From an optimization exercise on the open Yosys and OpenROAD flow, aimed at small area and a short achievable clock period; shortcuts taken in it are not production practice.
Function was not checked in any run shown here: the RTL went through the layout flow alone.
Power is estimated from default activity; no workload was simulated.

==> flow/design.v (outline; a module is shown in full before it is edited, if it fits) <==
// module cla32: 3 lines
// module wallace_mul: 728 lines
// module csa_fa: 4 lines
// module csa_ha: 4 lines
module wallace_mul(input [15:0] a, input [15:0] b, output [32:0] out, input clk);
  // ...
==> flow/run.sh <==
#!/bin/bash
# synth_recipe.tcl (not shown) runs the flow's synth.tcl, then flattens the netlist and writes it again
# the make line also repeats each setting of config.mk as NAME=value (left out here)
make -C /OpenROAD-flow-scripts/flow DESIGN_CONFIG=/design/flow/config.mk WORK_HOME=/design/flow/orfs CLKGATE_MAP_FILE= SYNTH_SCRIPT=/design/flow/synth_recipe.tcl finish
==> flow/config.mk <==
export PLATFORM = sky130hd
export DESIGN_NAME = wallace_mul
export DESIGN_NICKNAME = wallace_mul
export VERILOG_FILES = /design/flow/design.v
export SDC_FILE = /design/flow/constraint.sdc
export NUM_CORES = 4
export LEC_CHECK = 0
export CAP_MARGIN = 20
export CORE_MARGIN = 2
export CORE_UTILIZATION = 40
export PLACE_DENSITY = 0.6
export SETUP_SLACK_MARGIN = 2.3
export SLEW_MARGIN = 20
export SYNTH_HIERARCHICAL = 1
export SYNTH_MINIMUM_KEEP_SIZE = 0
==> flow/constraint.sdc <==
create_clock -name core_clock -period 4.4 [get_ports {clk}]
set_input_delay 0.8800 -clock core_clock [delete_from_list [all_inputs] [get_ports {clk}]]
set_output_delay 0.8800 -clock core_clock [all_outputs]
set_load 0.01 [all_outputs]
==> impl_metrics.ini, run 1 <==
[routing]
drt_iter0_drc = 574
route.antenna.remaining_nets = 0

[clock_network]
cts_root_buf = clkbuf_16
cts_resized = 106

[synthesis]
synth_most_common_cell = dfxtp_1
syn_inst = 1041
avgSynthCellArea_um2 = 12.4

[global_route]
grtUsageMet2 = 0.218
busiest_layer = met1
overflow = 0
grt_pass1_vias = 7392

[floorplan]
num_io_pins = 66
nWellTaps = 402

[min_path]
worst_hold_startpoint = p4[24]$_DFF_P_

[outcome]
status = no timing/DRC/antenna violations

[worst_setup_path]
crit_type = flop to flop
r2r_cells = 8
crit_cells = 8
slowest_stage = fa_1

[power]
powerComb_mw = 5.36
power.density_mw_per_mm2 = 832

[final_layout]
inv_count = 27
antenna_cells = 0
fin_cells = 1495
final_common_cell = dfxtp_1

[sta]
clock_skew_ps = 14.2
==> inputs of run 2 (changes only) <==
--- a/flow/design.v
+++ b/flow/design.v
@@ -383,20 +383,43 @@
   wire s125, c125;
   wire s126, c126;
   wire s127, c127;
   wire s128, c128;
   wire s129, c129;
   wire s130, c130;
   wire s131, c131;
   wire s132, c132;
-  wire [15:0] lx = {c117, c116, c115, c114, c113, c112, c111, c110, c109, c108, s108, s88, q2_s52, q2_s1, q2_pp_0_1, q2_pp_0_0};
-  wire [15:0] ly = {s118, s117, s116, s115, s114, s113, s112, s111, s110, s109, 1'b0, 1'b0, 1'b0, 1'b0, 1'b0, q2_rneg1_0};
-  wire [16:0] lsum = lx + ly;
-  reg [16:0] lo3;
+  reg q3_q2_pp_0_0;
+  reg q3_q2_rneg1_0;
+  reg q3_q2_pp_0_1;
+  reg q3_q2_s1;
+  reg q3_q2_s52;
+  reg q3_s88;
+  reg q3_s108;
+  reg q3_c108;
+  reg q3_s109;
+  reg q3_c109;
+  reg q3_s110;
+  reg q3_c110;
+  reg q3_s111;
+  reg q3_c111;
+  reg q3_s112;
+  reg q3_c112;
+  reg q3_s113;
+  reg q3_c113;
+  reg q3_s114;
+  reg q3_c114;
+  reg q3_s115;
+  reg q3_c115;
+  reg q3_s116;
+  reg q3_c116;
+  reg q3_s117;
+  reg q3_c117;
+  reg q3_s118;
   reg q3_c118;
   reg q3_s119;
   reg q3_c119;
   reg q3_s120;
   reg q3_c120;
   reg q3_s121;
   reg q3_c121;
   reg q3_s122;
@@ -418,21 +441,63 @@
   reg q3_s130;
   reg q3_c130;
   reg q3_s131;
   reg q3_c131;
   reg q3_s107;
   reg q3_s132;
   reg q3_c132;
   reg q3_q2_s87;
-  wire [15:0] hx = {q3_c132, q3_s132, q3_c131, q3_c130, q3_c129, q3_c128, q3_c127, q3_c126, q3_c125, q3_c124, q3_c123, q3_c122, q3_c121, q3_c120, q3_c119, q3_c118};
-  wire [15:0] hy = {q3_q2_s87, 1'b0, q3_s107, q3_s131, q3_s130, q3_s129, q3_s128, q3_s127, q3_s126, q3_s125, q3_s124, q3_s123, q3_s122, q3_s121, q3_s120, q3_s119};
-  wire [15:0] hsum = hx + hy + lo3[16];
-  wire [32:0] fs = {1'b0, hsum, lo3[15:0]};
-  reg [31:0] p4;
+  wire [11:0] lx = {q3_c113, q3_c112, q3_c111, q3_c110, q3_c109, q3_c108, q3_s108, q3_s88, q3_q2_s52, q3_q2_s1, q3_q2_pp_0_1, q3_q2_pp_0_0};
+  wire [11:0] ly = {q3_s114, q3_s113, q3_s112, q3_s111, q3_s110, q3_s109, 1'b0, 1'b0, 1'b0, 1'b0, 1'b0, q3_q2_rneg1_0};
+  wire [12:0] lsum = lx + ly;
+  reg [12:0] lo4;
+  reg q4_q3_c114;
+  reg q4_q3_s115;
+  reg q4_q3_c115;
+  reg q4_q3_s116;
+  reg q4_q3_c116;
+  reg q4_q3_s117;
+  reg q4_q3_c117;
+  reg q4_q3_s118;
+  reg q4_q3_c118;
+  reg q4_q3_s119;
+  reg q4_q3_c119;
+  reg q4_q3_s120;
+  reg q4_q3_c120;
+  reg q4_q3_s121;
+  reg q4_q3_c121;
+  reg q4_q3_s122;
+  reg q4_q3_c122;
+  reg q4_q3_s123;
+  reg q4_q3_c123;
+  reg q4_q3_s124;
+  reg q4_q3_c124;
+  reg q4_q3_s125;
+  reg q4_q3_c125;
+  reg q4_q3_s126;
+  reg q4_q3_c126;
+  reg q4_q3_s127;
+  reg q4_q3_c127;
+  reg q4_q3_s128;
+  reg q4_q3_c128;
+  reg q4_q3_s129;
+  reg q4_q3_c129;
+  reg q4_q3_s130;
+  reg q4_q3_c130;
+  reg q4_q3_s131;
+  reg q4_q3_c131;
+  reg q4_q3_s107;
+  reg q4_q3_s132;
+  reg q4_q3_c132;
+  reg q4_q3_q2_s87;
+  wire [19:0] hx = {q4_q3_c132, q4_q3_s132, q4_q3_c131, q4_q3_c130, q4_q3_c129, q4_q3_c128, q4_q3_c127, q4_q3_c126, q4_q3_c125, q4_q3_c124, q4_q3_c123, q4_q3_c122, q4_q3_c121, q4_q3_c120, q4_q3_c119, q4_q3_c118, q4_q3_c117, q4_q3_c116, q4_q3_c115, q4_q3_c114};
+  wire [19:0] hy = {q4_q3_q2_s87, 1'b0, q4_q3_s107, q4_q3_s131, q4_q3_s130, q4_q3_s129, q4_q3_s128, q4_q3_s127, q4_q3_s126, q4_q3_s125, q4_q3_s124, q4_q3_s123, q4_q3_s122, q4_q3_s121, q4_q3_s120, q4_q3_s119, q4_q3_s118, q4_q3_s117, q4_q3_s116, q4_q3_s115};
+  wire [20:0] hsum = {hx, lo4[12]} + {hy, lo4[12]};
+  wire [32:0] fs = {1'b0, hsum[20:1], lo4[11:0]};
   reg [31:0] p5;
   reg [31:0] p6;
   reg [31:0] p7;
   always @(posedge clk) ra1 <= a;
   assign e_neg[0] = bx[1];
   assign e_one[0] = bx[0] ^ bl[0];
   assign e_two[0] = (bx[1] & ~bx[0] & ~bl[0]) | (~bx[1] & bx[0] & bl[0]);
   assign e_neg[1] = bx[3];
@@ -455,71 +520,114 @@
   assign e_two[6] = (bx[13] & ~bx[12] & ~bl[12]) | (~bx[13] & bx[12] & bl[12]);
   assign e_neg[7] = bx[15];
   assign e_one[7] = bx[14] ^ bl[14];
   assign e_two[7] = (bx[15] & ~bx[14] & ~bl[14]) | (~bx[15] & bx[14] & bl[14]);
   always @(posedge clk) rneg1 <= e_neg;
   always @(posedge clk) rone1 <= e_one;
   always @(posedge clk) rtwo1 <= e_two;
   always @(posedge clk) rb15_1 <= b[15];
-  csa_fa u_s1(.x(pp_0_2), .y(pp_1_0), .z(rneg1[1]), .s(s1), .c(c1));
-  csa_fa u_s2(.x(pp_0_4), .y(pp_1_2), .z(pp_2_0), .s(s2), .c(c2));
-  csa_fa u_s3(.x(pp_0_5), .y(pp_1_3), .z(pp_2_1), .s(s3), .c(c3));
-  csa_fa u_s4(.x(pp_0_6), .y(pp_1_4), .z(pp_2_2), .s(s4), .c(c4));
-  csa_fa u_s5(.x(pp_0_7), .y(pp_1_5), .z(pp_2_3), .s(s5), .c(c5));
-  csa_fa u_s6(.x(pp_0_8), .y(pp_1_6), .z(pp_2_4), .s(s6), .c(c6));
-  csa_fa u_s7(.x(pp_3_2), .y(pp_4_0), .z(rneg1[4]), .s(s7), .c(c7));
-  csa_fa u_s8(.x(pp_0_9), .y(pp_1_7), .z(pp_2_5), .s(s8), .c(c8));
-  csa_fa u_s9(.x(pp_0_10), .y(pp_1_8), .z(pp_2_6), .s(s9), .c(c9));
-  csa_fa u_s10(.x(pp_3_4), .y(pp_4_2), .z(pp_5_0), .s(s10), .c(c10));
-  csa_fa u_s11(.x(pp_0_11), .y(pp_1_9), .z(pp_2_7), .s(s11), .c(c11));
-  csa_fa u_s12(.x(pp_3_5), .y(pp_4_3), .z(pp_5_1), .s(s12), .c(c12));
-  csa_fa u_s13(.x(pp_0_12), .y(pp_1_10), .z(pp_2_8), .s(s13), .c(c13));
-  csa_fa u_s14(.x(pp_3_6), .y(pp_4_4), .z(pp_5_2), .s(s14), .c(c14));
-  csa_fa u_s15(.x(pp_0_13), .y(pp_1_11), .z(pp_2_9), .s(s15), .c(c15));
-  csa_fa u_s16(.x(pp_3_7), .y(pp_4_5), .z(pp_5_3), .s(s16), .c(c16));
-  csa_fa u_s17(.x(pp_0_14), .y(pp_1_12), .z(pp_2_10), .s(s17), .c(c17));
-  csa_fa u_s18(.x(pp_3_8), .y(pp_4_6), .z(pp_5_4), .s(s18), .c(c18));
-  csa_fa u_s19(.x(pp_6_2), .y(pp_7_0), .z(rneg1[7]), .s(s19), .c(c19));
-  csa_fa u_s20(.x(pp_0_15), .y(pp_1_13), .z(pp_2_11), .s(s20), .c(c20));
-  csa_fa u_s21(.x(pp_3_9), .y(pp_4_7), .z(pp_5_5), .s(s21), .c(c21));
+  assign s1 = pp_0_2 ^ pp_1_0 ^ rneg1[1];
+  assign c1 = pp_0_2 ? (pp_1_0 | rneg1[1]) : (pp_1_0 & rneg1[1]);
+  assign s2 = pp_0_4 ^ pp_1_2 ^ pp_2_0;
+  assign c2 = pp_0_4 ? (pp_1_2 | pp_2_0) : (pp_1_2 & pp_2_0);
+  assign s3 = pp_0_5 ^ pp_1_3 ^ pp_2_1;
+  assign c3 = pp_0_5 ? (pp_1_3 | pp_2_1) : (pp_1_3 & pp_2_1);
+  assign s4 = pp_0_6 ^ pp_1_4 ^ pp_2_2;
+  assign c4 = pp_0_6 ? (pp_1_4 | pp_2_2) : (pp_1_4 & pp_2_2);
+  assign s5 = pp_0_7 ^ pp_1_5 ^ pp_2_3;
+  assign c5 = pp_0_7 ? (pp_1_5 | pp_2_3) : (pp_1_5 & pp_2_3);
+  assign s6 = pp_0_8 ^ pp_1_6 ^ pp_2_4;
+  assign c6 = pp_0_8 ? (pp_1_6 | pp_2_4) : (pp_1_6 & pp_2_4);
+  assign s7 = pp_3_2 ^ pp_4_0 ^ rneg1[4];
+  assign c7 = pp_3_2 ? (pp_4_0 | rneg1[4]) : (pp_4_0 & rneg1[4]);
+  assign s8 = pp_0_9 ^ pp_1_7 ^ pp_2_5;
+  assign c8 = pp_0_9 ? (pp_1_7 | pp_2_5) : (pp_1_7 & pp_2_5);
+  assign s9 = pp_0_10 ^ pp_1_8 ^ pp_2_6;
+  assign c9 = pp_0_10 ? (pp_1_8 | pp_2_6) : (pp_1_8 & pp_2_6);
+  assign s10 = pp_3_4 ^ pp_4_2 ^ pp_5_0;
+  assign c10 = pp_3_4 ? (pp_4_2 | pp_5_0) : (pp_4_2 & pp_5_0);
+  assign s11 = pp_0_11 ^ pp_1_9 ^ pp_2_7;
+  assign c11 = pp_0_11 ? (pp_1_9 | pp_2_7) : (pp_1_9 & pp_2_7);
+  assign s12 = pp_3_5 ^ pp_4_3 ^ pp_5_1;
+  assign c12 = pp_3_5 ? (pp_4_3 | pp_5_1) : (pp_4_3 & pp_5_1);
+  assign s13 = pp_0_12 ^ pp_1_10 ^ pp_2_8;
+  assign c13 = pp_0_12 ? (pp_1_10 | pp_2_8) : (pp_1_10 & pp_2_8);
+  assign s14 = pp_3_6 ^ pp_4_4 ^ pp_5_2;
+  assign c14 = pp_3_6 ? (pp_4_4 | pp_5_2) : (pp_4_4 & pp_5_2);
+  assign s15 = pp_0_13 ^ pp_1_11 ^ pp_2_9;
+  assign c15 = pp_0_13 ? (pp_1_11 | pp_2_9) : (pp_1_11 & pp_2_9);
+  assign s16 = pp_3_7 ^ pp_4_5 ^ pp_5_3;
+  assign c16 = pp_3_7 ? (pp_4_5 | pp_5_3) : (pp_4_5 & pp_5_3);
+  assign s17 = pp_0_14 ^ pp_1_12 ^ pp_2_10;
+  assign c17 = pp_0_14 ? (pp_1_12 | pp_2_10) : (pp_1_12 & pp_2_10);
+  assign s18 = pp_3_8 ^ pp_4_6 ^ pp_5_4;
+  assign c18 = pp_3_8 ? (pp_4_6 | pp_5_4) : (pp_4_6 & pp_5_4);
+  assign s19 = pp_6_2 ^ pp_7_0 ^ rneg1[7];
+  assign c19 = pp_6_2 ? (pp_7_0 | rneg1[7]) : (pp_7_0 & rneg1[7]);
+  assign s20 = pp_0_15 ^ pp_1_13 ^ pp_2_11;
+  assign c20 = pp_0_15 ? (pp_1_13 | pp_2_11) : (pp_1_13 & pp_2_11);
+  assign s21 = pp_3_9 ^ pp_4_7 ^ pp_5_5;
+  assign c21 = pp_3_9 ? (pp_4_7 | pp_5_5) : (pp_4_7 & pp_5_5);
   csa_ha u_s22(.x(pp_6_3), .y(pp_7_1), .s(s22), .c(c22));
-  csa_fa u_s23(.x(pp_0_16), .y(pp_1_14), .z(pp_2_12), .s(s23), .c(c23));
-  csa_fa u_s24(.x(pp_3_10), .y(pp_4_8), .z(pp_5_6), .s(s24), .c(c24));
-  csa_fa u_s25(.x(pp_6_4), .y(pp_7_2), .z(pp_8_0), .s(s25), .c(c25));
-  csa_fa u_s26(.x(rneg1[0]), .y(pp_1_15), .z(pp_2_13), .s(s26), .c(c26));
-  csa_fa u_s27(.x(pp_3_11), .y(pp_4_9), .z(pp_5_7), .s(s27), .c(c27));
-  csa_fa u_s28(.x(pp_6_5), .y(pp_7_3), .z(pp_8_1), .s(s28), .c(c28));
-  csa_fa u_s29(.x(rneg1[0]), .y(pp_1_16), .z(pp_2_14), .s(s29), .c(c29));
-  csa_fa u_s30(.x(pp_3_12), .y(pp_4_10), .z(pp_5_8), .s(s30), .c(c30));
-  csa_fa u_s31(.x(pp_6_6), .y(pp_7_4), .z(pp_8_2), .s(s31), .c(c31));
-  csa_fa u_s32(.x(~rneg1[0]), .y(~rneg1[1]), .z(pp_2_15), .s(s32), .c(c32));
-  csa_fa u_s33(.x(pp_3_13), .y(pp_4_11), .z(pp_5_9), .s(s33), .c(c33));
-  csa_fa u_s34(.x(pp_6_7), .y(pp_7_5), .z(pp_8_3), .s(s34), .c(c34));
+  assign s23 = pp_0_16 ^ pp_1_14 ^ pp_2_12;
+  assign c23 = pp_0_16 ? (pp_1_14 | pp_2_12) : (pp_1_14 & pp_2_12);
+  assign s24 = pp_3_10 ^ pp_4_8 ^ pp_5_6;
+  assign c24 = pp_3_10 ? (pp_4_8 | pp_5_6) : (pp_4_8 & pp_5_6);
+  assign s25 = pp_6_4 ^ pp_7_2 ^ pp_8_0;
+  assign c25 = pp_6_4 ? (pp_7_2 | pp_8_0) : (pp_7_2 & pp_8_0);
+  assign s26 = rneg1[0] ^ pp_1_15 ^ pp_2_13;
+  assign c26 = rneg1[0] ? (pp_1_15 | pp_2_13) : (pp_1_15 & pp_2_13);
+  assign s27 = pp_3_11 ^ pp_4_9 ^ pp_5_7;
+  assign c27 = pp_3_11 ? (pp_4_9 | pp_5_7) : (pp_4_9 & pp_5_7);
+  assign s28 = pp_6_5 ^ pp_7_3 ^ pp_8_1;
+  assign c28 = pp_6_5 ? (pp_7_3 | pp_8_1) : (pp_7_3 & pp_8_1);
+  assign s29 = rneg1[0] ^ pp_1_16 ^ pp_2_14;
+  assign c29 = rneg1[0] ? (pp_1_16 | pp_2_14) : (pp_1_16 & pp_2_14);
+  assign s30 = pp_3_12 ^ pp_4_10 ^ pp_5_8;
+  assign c30 = pp_3_12 ? (pp_4_10 | pp_5_8) : (pp_4_10 & pp_5_8);
+  assign s31 = pp_6_6 ^ pp_7_4 ^ pp_8_2;
+  assign c31 = pp_6_6 ? (pp_7_4 | pp_8_2) : (pp_7_4 & pp_8_2);
+  assign s32 = ~rneg1[0] ^ ~rneg1[1] ^ pp_2_15;
+  assign c32 = ~rneg1[0] ? (~rneg1[1] | pp_2_15) : (~rneg1[1] & pp_2_15);
+  assign s33 = pp_3_13 ^ pp_4_11 ^ pp_5_9;
+  assign c33 = pp_3_13 ? (pp_4_11 | pp_5_9) : (pp_4_11 & pp_5_9);
+  assign s34 = pp_6_7 ^ pp_7_5 ^ pp_8_3;
+  assign c34 = pp_6_7 ? (pp_7_5 | pp_8_3) : (pp_7_5 & pp_8_3);
   assign s35 = ~(pp_2_16 ^ pp_3_14);
   assign c35 = pp_2_16 | pp_3_14;
-  csa_fa u_s36(.x(pp_4_12), .y(pp_5_10), .z(pp_6_8), .s(s36), .c(c36));
+  assign s36 = pp_4_12 ^ pp_5_10 ^ pp_6_8;
+  assign c36 = pp_4_12 ? (pp_5_10 | pp_6_8) : (pp_5_10 & pp_6_8);
   csa_ha u_s37(.x(pp_7_6), .y(pp_8_4), .s(s37), .c(c37));
-  csa_fa u_s38(.x(~rneg1[2]), .y(pp_3_15), .z(pp_4_13), .s(s38), .c(c38));
-  csa_fa u_s39(.x(pp_5_11), .y(pp_6_9), .z(pp_7_7), .s(s39), .c(c39));
+  assign s38 = ~rneg1[2] ^ pp_3_15 ^ pp_4_13;
+  assign c38 = ~rneg1[2] ? (pp_3_15 | pp_4_13) : (pp_3_15 & pp_4_13);
+  assign s39 = pp_5_11 ^ pp_6_9 ^ pp_7_7;
+  assign c39 = pp_5_11 ? (pp_6_9 | pp_7_7) : (pp_6_9 & pp_7_7);
   assign s40 = ~(pp_3_16 ^ pp_4_14);
   assign c40 = pp_3_16 | pp_4_14;
-  csa_fa u_s41(.x(pp_5_12), .y(pp_6_10), .z(pp_7_8), .s(s41), .c(c41));
-  csa_fa u_s42(.x(~rneg1[3]), .y(pp_4_15), .z(pp_5_13), .s(s42), .c(c42));
-  csa_fa u_s43(.x(pp_6_11), .y(pp_7_9), .z(pp_8_7), .s(s43), .c(c43));
+  assign s41 = pp_5_12 ^ pp_6_10 ^ pp_7_8;
+  assign c41 = pp_5_12 ? (pp_6_10 | pp_7_8) : (pp_6_10 & pp_7_8);
+  assign s42 = ~rneg1[3] ^ pp_4_15 ^ pp_5_13;
+  assign c42 = ~rneg1[3] ? (pp_4_15 | pp_5_13) : (pp_4_15 & pp_5_13);
+  assign s43 = pp_6_11 ^ pp_7_9 ^ pp_8_7;
+  assign c43 = pp_6_11 ? (pp_7_9 | pp_8_7) : (pp_7_9 & pp_8_7);
   assign s44 = ~(pp_4_16 ^ pp_5_14);
   assign c44 = pp_4_16 | pp_5_14;
-  csa_fa u_s45(.x(pp_6_12), .y(pp_7_10), .z(pp_8_8), .s(s45), .c(c45));
-  csa_fa u_s46(.x(~rneg1[4]), .y(pp_5_15), .z(pp_6_13), .s(s46), .c(c46));
+  assign s45 = pp_6_12 ^ pp_7_10 ^ pp_8_8;
+  assign c45 = pp_6_12 ? (pp_7_10 | pp_8_8) : (pp_7_10 & pp_8_8);
+  assign s46 = ~rneg1[4] ^ pp_5_15 ^ pp_6_13;
+  assign c46 = ~rneg1[4] ? (pp_5_15 | pp_6_13) : (pp_5_15 & pp_6_13);
   assign s47 = ~(pp_5_16 ^ pp_6_14);
   assign c47 = pp_5_16 | pp_6_14;
-  csa_fa u_s48(.x(~rneg1[5]), .y(pp_6_15), .z(pp_7_13), .s(s48), .c(c48));
+  assign s48 = ~rneg1[5] ^ pp_6_15 ^ pp_7_13;
+  assign c48 = ~rneg1[5] ? (pp_6_15 | pp_7_13) : (pp_6_15 & pp_7_13);
   assign s49 = ~(pp_6_16 ^ pp_7_14);
   assign c49 = pp_6_16 | pp_7_14;
-  csa_fa u_s50(.x(~rneg1[6]), .y(pp_7_15), .z(pp_8_13), .s(s50), .c(c50));
+  assign s50 = ~rneg1[6] ^ pp_7_15 ^ pp_8_13;
+  assign c50 = ~rneg1[6] ? (pp_7_15 | pp_8_13) : (pp_7_15 & pp_8_13);
   assign s51 = ~(pp_7_16 ^ pp_8_14);
   assign c51 = pp_7_16 | pp_8_14;
   csa_fa u_s52(.x(c1), .y(pp_0_3), .z(pp_1_1), .s(s52), .c(c52));
   csa_fa u_s53(.x(c3), .y(s4), .z(pp_3_0), .s(s53), .c(c53));
   csa_fa u_s54(.x(c4), .y(s5), .z(pp_3_1), .s(s54), .c(c54));
   csa_fa u_s55(.x(c5), .y(s6), .z(s7), .s(s55), .c(c55));
   csa_fa u_s56(.x(c6), .y(c7), .z(s8), .s(s56), .c(c56));
   csa_fa u_s57(.x(c8), .y(s9), .z(s10), .s(s57), .c(c57));
@@ -686,17 +794,43 @@
   csa_fa u_s125(.x(c101), .y(s102), .z(q2_s80), .s(s125), .c(c125));
   csa_fa u_s126(.x(c102), .y(s103), .z(q2_s43), .s(s126), .c(c126));
   csa_ha u_s127(.x(c103), .y(s104), .s(s127), .c(c127));
   csa_fa u_s128(.x(c104), .y(s105), .z(q2_pp_8_9), .s(s128), .c(c128));
   csa_ha u_s129(.x(c105), .y(s106), .s(s129), .c(c129));
   csa_fa u_s130(.x(c106), .y(q2_c84), .z(q2_s85), .s(s130), .c(c130));
   csa_ha u_s131(.x(q2_c85), .y(q2_s86), .s(s131), .c(c131));
   csa_fa u_s132(.x(c107), .y(q2_c50), .z(q2_s51), .s(s132), .c(c132));
-  always @(posedge clk) lo3 <= lsum;
+  always @(posedge clk) q3_q2_pp_0_0 <= q2_pp_0_0;
+  always @(posedge clk) q3_q2_rneg1_0 <= q2_rneg1_0;
+  always @(posedge clk) q3_q2_pp_0_1 <= q2_pp_0_1;
+  always @(posedge clk) q3_q2_s1 <= q2_s1;
+  always @(posedge clk) q3_q2_s52 <= q2_s52;
+  always @(posedge clk) q3_s88 <= s88;
+  always @(posedge clk) q3_s108 <= s108;
+  always @(posedge clk) q3_c108 <= c108;
+  always @(posedge clk) q3_s109 <= s109;
+  always @(posedge clk) q3_c109 <= c109;
+  always @(posedge clk) q3_s110 <= s110;
+  always @(posedge clk) q3_c110 <= c110;
+  always @(posedge clk) q3_s111 <= s111;
+  always @(posedge clk) q3_c111 <= c111;
+  always @(posedge clk) q3_s112 <= s112;
+  always @(posedge clk) q3_c112 <= c112;
+  always @(posedge clk) q3_s113 <= s113;
+  always @(posedge clk) q3_c113 <= c113;
+  always @(posedge clk) q3_s114 <= s114;
+  always @(posedge clk) q3_c114 <= c114;
+  always @(posedge clk) q3_s115 <= s115;
+  always @(posedge clk) q3_c115 <= c115;
+  always @(posedge clk) q3_s116 <= s116;
+  always @(posedge clk) q3_c116 <= c116;
+  always @(posedge clk) q3_s117 <= s117;
+  always @(posedge clk) q3_c117 <= c117;
+  always @(posedge clk) q3_s118 <= s118;
   always @(posedge clk) q3_c118 <= c118;
   always @(posedge clk) q3_s119 <= s119;
   always @(posedge clk) q3_c119 <= c119;
   always @(posedge clk) q3_s120 <= s120;
   always @(posedge clk) q3_c120 <= c120;
   always @(posedge clk) q3_s121 <= s121;
   always @(posedge clk) q3_c121 <= c121;
   always @(posedge clk) q3_s122 <= s122;
@@ -718,18 +852,57 @@
   always @(posedge clk) q3_s130 <= s130;
   always @(posedge clk) q3_c130 <= c130;
   always @(posedge clk) q3_s131 <= s131;
   always @(posedge clk) q3_c131 <= c131;
   always @(posedge clk) q3_s107 <= s107;
   always @(posedge clk) q3_s132 <= s132;
   always @(posedge clk) q3_c132 <= c132;
   always @(posedge clk) q3_q2_s87 <= q2_s87;
-  always @(posedge clk) p4 <= fs[31:0];
-  always @(posedge clk) p5 <= p4;
+  always @(posedge clk) lo4 <= lsum;
+  always @(posedge clk) q4_q3_c114 <= q3_c114;
+  always @(posedge clk) q4_q3_s115 <= q3_s115;
+  always @(posedge clk) q4_q3_c115 <= q3_c115;
+  always @(posedge clk) q4_q3_s116 <= q3_s116;
+  always @(posedge clk) q4_q3_c116 <= q3_c116;
+  always @(posedge clk) q4_q3_s117 <= q3_s117;
+  always @(posedge clk) q4_q3_c117 <= q3_c117;
+  always @(posedge clk) q4_q3_s118 <= q3_s118;
+  always @(posedge clk) q4_q3_c118 <= q3_c118;
+  always @(posedge clk) q4_q3_s119 <= q3_s119;
+  always @(posedge clk) q4_q3_c119 <= q3_c119;
+  always @(posedge clk) q4_q3_s120 <= q3_s120;
+  always @(posedge clk) q4_q3_c120 <= q3_c120;
+  always @(posedge clk) q4_q3_s121 <= q3_s121;
+  always @(posedge clk) q4_q3_c121 <= q3_c121;
+  always @(posedge clk) q4_q3_s122 <= q3_s122;
+  always @(posedge clk) q4_q3_c122 <= q3_c122;
+  always @(posedge clk) q4_q3_s123 <= q3_s123;
+  always @(posedge clk) q4_q3_c123 <= q3_c123;
+  always @(posedge clk) q4_q3_s124 <= q3_s124;
+  always @(posedge clk) q4_q3_c124 <= q3_c124;
+  always @(posedge clk) q4_q3_s125 <= q3_s125;
+  always @(posedge clk) q4_q3_c125 <= q3_c125;
+  always @(posedge clk) q4_q3_s126 <= q3_s126;
+  always @(posedge clk) q4_q3_c126 <= q3_c126;
+  always @(posedge clk) q4_q3_s127 <= q3_s127;
+  always @(posedge clk) q4_q3_c127 <= q3_c127;
+  always @(posedge clk) q4_q3_s128 <= q3_s128;
+  always @(posedge clk) q4_q3_c128 <= q3_c128;
+  always @(posedge clk) q4_q3_s129 <= q3_s129;
+  always @(posedge clk) q4_q3_c129 <= q3_c129;
+  always @(posedge clk) q4_q3_s130 <= q3_s130;
+  always @(posedge clk) q4_q3_c130 <= q3_c130;
+  always @(posedge clk) q4_q3_s131 <= q3_s131;
+  always @(posedge clk) q4_q3_c131 <= q3_c131;
+  always @(posedge clk) q4_q3_s107 <= q3_s107;
+  always @(posedge clk) q4_q3_s132 <= q3_s132;
+  always @(posedge clk) q4_q3_c132 <= q3_c132;
+  always @(posedge clk) q4_q3_q2_s87 <= q3_q2_s87;
+  always @(posedge clk) p5 <= fs[31:0];
   always @(posedge clk) p6 <= p5;
   always @(posedge clk) p7 <= p6;
   assign out = {1'b0, p7};
 endmodule
 module csa_fa(input x, input y, input z, output s, output c);
   assign s = x ^ y ^ z;
   assign c = (x & y) | (x & z) | (y & z);
 endmodule
==> flow/config.mk (replaced) <==
export PLATFORM = sky130hd
export DESIGN_NAME = wallace_mul
export DESIGN_NICKNAME = wallace_mul
export VERILOG_FILES = /design/flow/design.v
export SDC_FILE = /design/flow/constraint.sdc
export NUM_CORES = 4
export LEC_CHECK = 0
export CAP_MARGIN = 20
export CORE_MARGIN = 2
export CORE_UTILIZATION = 40
export CTS_BUF_LIST = sky130_fd_sc_hd__clkbuf_16
export CTS_CLUSTER_DIAMETER = 80
export CTS_CLUSTER_SIZE = 30
export PLACE_DENSITY = 0.6
export SETUP_SLACK_MARGIN = 2.5
export SLEW_MARGIN = 20
export SYNTH_HIERARCHICAL = 1
export SYNTH_MINIMUM_KEEP_SIZE = 0
==> impl_metrics.ini, run 2 <==
[worst_setup_path]
slowest_stage = fa_1
start_kind = flop
cp_num_buf_inv = 1
crit_type = flop to flop
crit_fanout = 7
cp_data_arrival_time_ps = 2390
path_delay_family = XOR/XNOR gates
crit_required_ps = 4800
max_stage_delay_ps = 460
crit_path_frequent_cell = xnor2_1
path_cells = buf_4 > a22oi_1 > xnor2_1 > xnor2_1 > xnor2_1 > fa_1
critPathCaptureType = flop

[routing]
finalWirelength_mm = 30.2
route.antenna.remaining_nets = 0
dr.pass1.iters = 5
drc = 0
drt_iter0_drc = 615
wire_per_inst_um = 17.2
vias_per_cell = 4.90
num_vias = 8597

[global_route]
antenna_found_initial = 0
grt_max_degree = 31
grt_usage = 0.151
grt_pass1_wl_mm = 43.5
grt_pass1_vias = 8016
overflow = 0

[synthesis]
synth_edf_count = 0
ys_ff_latch = 339
yosysWarningCount = 7
synth_fp_nets = 1302
synth.largest_area_cell = dfxtp_1
syn_inst = 1153
ys.flop_type = dfxtp_1
ys_seq_area_frac = 0.494
asyncSetResetFlopFracSynth = 0
yosysTopAreaCellShare = 0.494
synth.distinct_cells = 49
yosys-top-cells-area = dfxtp_1 (49%), xnor2_1 (15%), fa_1 (10%)
synth_commonest_cells = dfxtp_1 (339), xnor2_1 (233), a22oi_1 (120)
synth_most_common_cell = dfxtp_1
syn_area_mm2 = 0.0137
avgSynthCellArea_um2 = 11.9

[clock_network]
clkSinkCount = 339
cts_root_buf = clkbuf_16
numCtsBuffers = 17
cts.clk_slew.worst_paths_ps = 100
clk_latency_ps = 510
tritoncts = built
clockBufferDepth = 3
cts.htree.levels = 1

[floorplan]
num_io_pins = 66
initial_core_util = 0.408
coreArea_mm2 = 0.0337
num_rows = 67
die_w_um = 189
die_h_um = 189
die_area_mm2 = 0.0359

[sta]
fin_crit_ps = 1980
finalSetupViolCount = 0
hold_ws_ps = 327
clock_skew_ps = 12.2
rsz0062_at_grt = yes
hold_violations = 0
tns_ps = 0
drv_slew = 0
max_freq_ghz = 0.504
final.period_utilization = 0.451

[power]
combPwrFrac = 0.386
leakage_nw = 6.75
p_seq_frac = 0.454
pwr-share-clk = 0.160
power.density_mw_per_mm2 = 640
ir_drop_uv = 323
p_int_mw = 7.32
power.total_mw = 11.0
swShare = 0.337
switchingPower_mw = 3.72

[placement]
dpl.hpwl_mm = 17.8
gp_congestion = 0.814
io_buffers = 64
place_inst = 1580
placed_area_mm2 = 0.0146

[final_layout]
stdcell_area_mm2 = 0.0173
antenna_cells = 0
top_regs = p5 x32, p6 x32, p7 x32
drive_gt1_frac = 0.295
fillerInstances = 2916
final_cell_mix = dfxtp_1 (292), xnor2_1 (207), buf_4 (117)
fin_nets = 1450
area_growth_pct = 25.6
final_common_cell = dfxtp_1
regArea_mm2 = 0.00695
fin_cells = 1756
multi_input_area_mm2 = 0.00716

[min_path]
hold_path_class = flop to flop

[flow_run]
max_cap_viol_count = 0

[outcome]
status = no timing/DRC/antenna violations
-- run 2: cell types whose count changed after synthesis, sizes merged, moves of 5 or more --
cell,previous run,this run
a21o,9,4
buf,11,44
clkbuf,73,43
dfxtp,309,339
fa,113,69
maj3,0,39
nand2,31,37
nand2b,12,7
xnor2,154,233
xor2,14,20
-- run 2: per-layer routing --
layer	global-route usage	vias to the layer above	share of wire	wire, um
met5	0	-	0	0
met4	0.0474	0	0.022	673
met3	0.0274	53	0.073	2190
met2	0.231	325	0.44	13300
met1	0.216	4086	0.46	14000
li1	-	4133	-	-
-- run 2: per-module statistics from Yosys (local to each module, per instance) --
module       copies in the design  cells inside  cell area (um^2)
csa_ha                         15             1              12.5
csa_fa                         68             1              20.0
wallace_mul                     1          1070             12200
-- run 2: area by class of cell --
class | count | area share
multi-input cells | 702 | 0.415
flip-flops and latches | 339 | 0.402
repair buffers | 217 | 0.114
well taps | 448 | 0.0325
clock buffers | 17 | 0.0246
clock inverters | 9 | 0.00631
inverters | 24 | 0.00522
-- run 2: power by group through the flow --
stage,Combinational [mW],Sequential [mW],Clock [mW]
after detailed placement,3.74,5.11,0
after CTS,3.75,5.03,1.85
after global routing,4.80,5.15,1.95
final,4.26,5.02,1.77
after global placement,3.63,5.08,0
after floorplan,2.71,4.90,0
-- run 2: cell families (layout without fill, tap and decap cells) --
| group | after synthesis | in the layout | synth area share |
|---|---|---|---|
| DFF | 339 | 339 | 0.494 |
| xor gates and xnor gates | 253 | 253 | 0.161 |
| AOI/OAI and AO/OA | 189 | 189 | 0.0973 |
| adders and majority gates | 155 | 155 | 0.172 |
| buffers and inverters | 112 | 267 | 0.0357 |
| and+or+nand+nor | 101 | 101 | 0.0374 |
| muxes | 3 | 3 | 0.00246 |
| other | 1 | 1 | 0.000273 |
-- run 2: worst paths after layout --
| kind | slack [ps] | startpoint | endpoint | cells after the start |
|---|---|---|---|---|
| worst min register to register | 330 | q3_s119$_DFF_P_ | q4_q3_s119$_DFF_P_ | 0 |
| worst max register to register | 2420 | ra1[13]$_DFF_P_ | q2_s61$_DFF_P_ | 6 |
| worst min-delay path | 330 | q3_s119$_DFF_P_ | q4_q3_s119$_DFF_P_ | 0 |
| worst max-delay path | 2420 | ra1[13]$_DFF_P_ | q2_s61$_DFF_P_ | 6 |
-- run 2: what timing repair did --
action | in CTS | in global routing
hold buffers | 0 | 0
pin swaps | 4 | 109
setup endpoints to repair | 112 | 52
buffers inserted | 16 | 134
gates resized for setup | 224 | 155
gates cloned | 0 | 0
-- run 2: stage by stage --
stage,setup WS (ps),util
finish,2420,0.512
global route,2370,0.512
CTS,2490,0.455
detailed placement,1900,0.432
global placement,2000,0.432
floorplan,2510,-

## static timing again, ports no longer ideal
No port has a modelled driver above. Below, the same layouts with a new extraction and two added sets of constraints. Step 1: set_driving_cell puts a clkbuf_16 on clk and a buf_2 on each other input, an assumption about the parent block. Step 2 adds t to the input delays and takes it off the output delays; t is the mean of the earliest and latest rising clock arrival at the registers after step 1. Input paths then give back, and output paths get back, about the clock's delay inside the block. a / b / c = ideal ports / drivers / drivers and shift; a / b = the first two.
| run | t (ns) | setup slack, ns | hold slack, ns | pins driven straight from the clock port |
|---|---|---|---|---|
| run 1 | 0.546 | 1.800 / 1.800 / 1.800 | 0.320 / 0.320 / 0.320 | 1 |
| run 2 | 0.552 | 2.416 / 2.416 / 2.416 | 0.327 / 0.327 / 0.327 | 1 |
After both steps setup and hold are still met in every run listed.
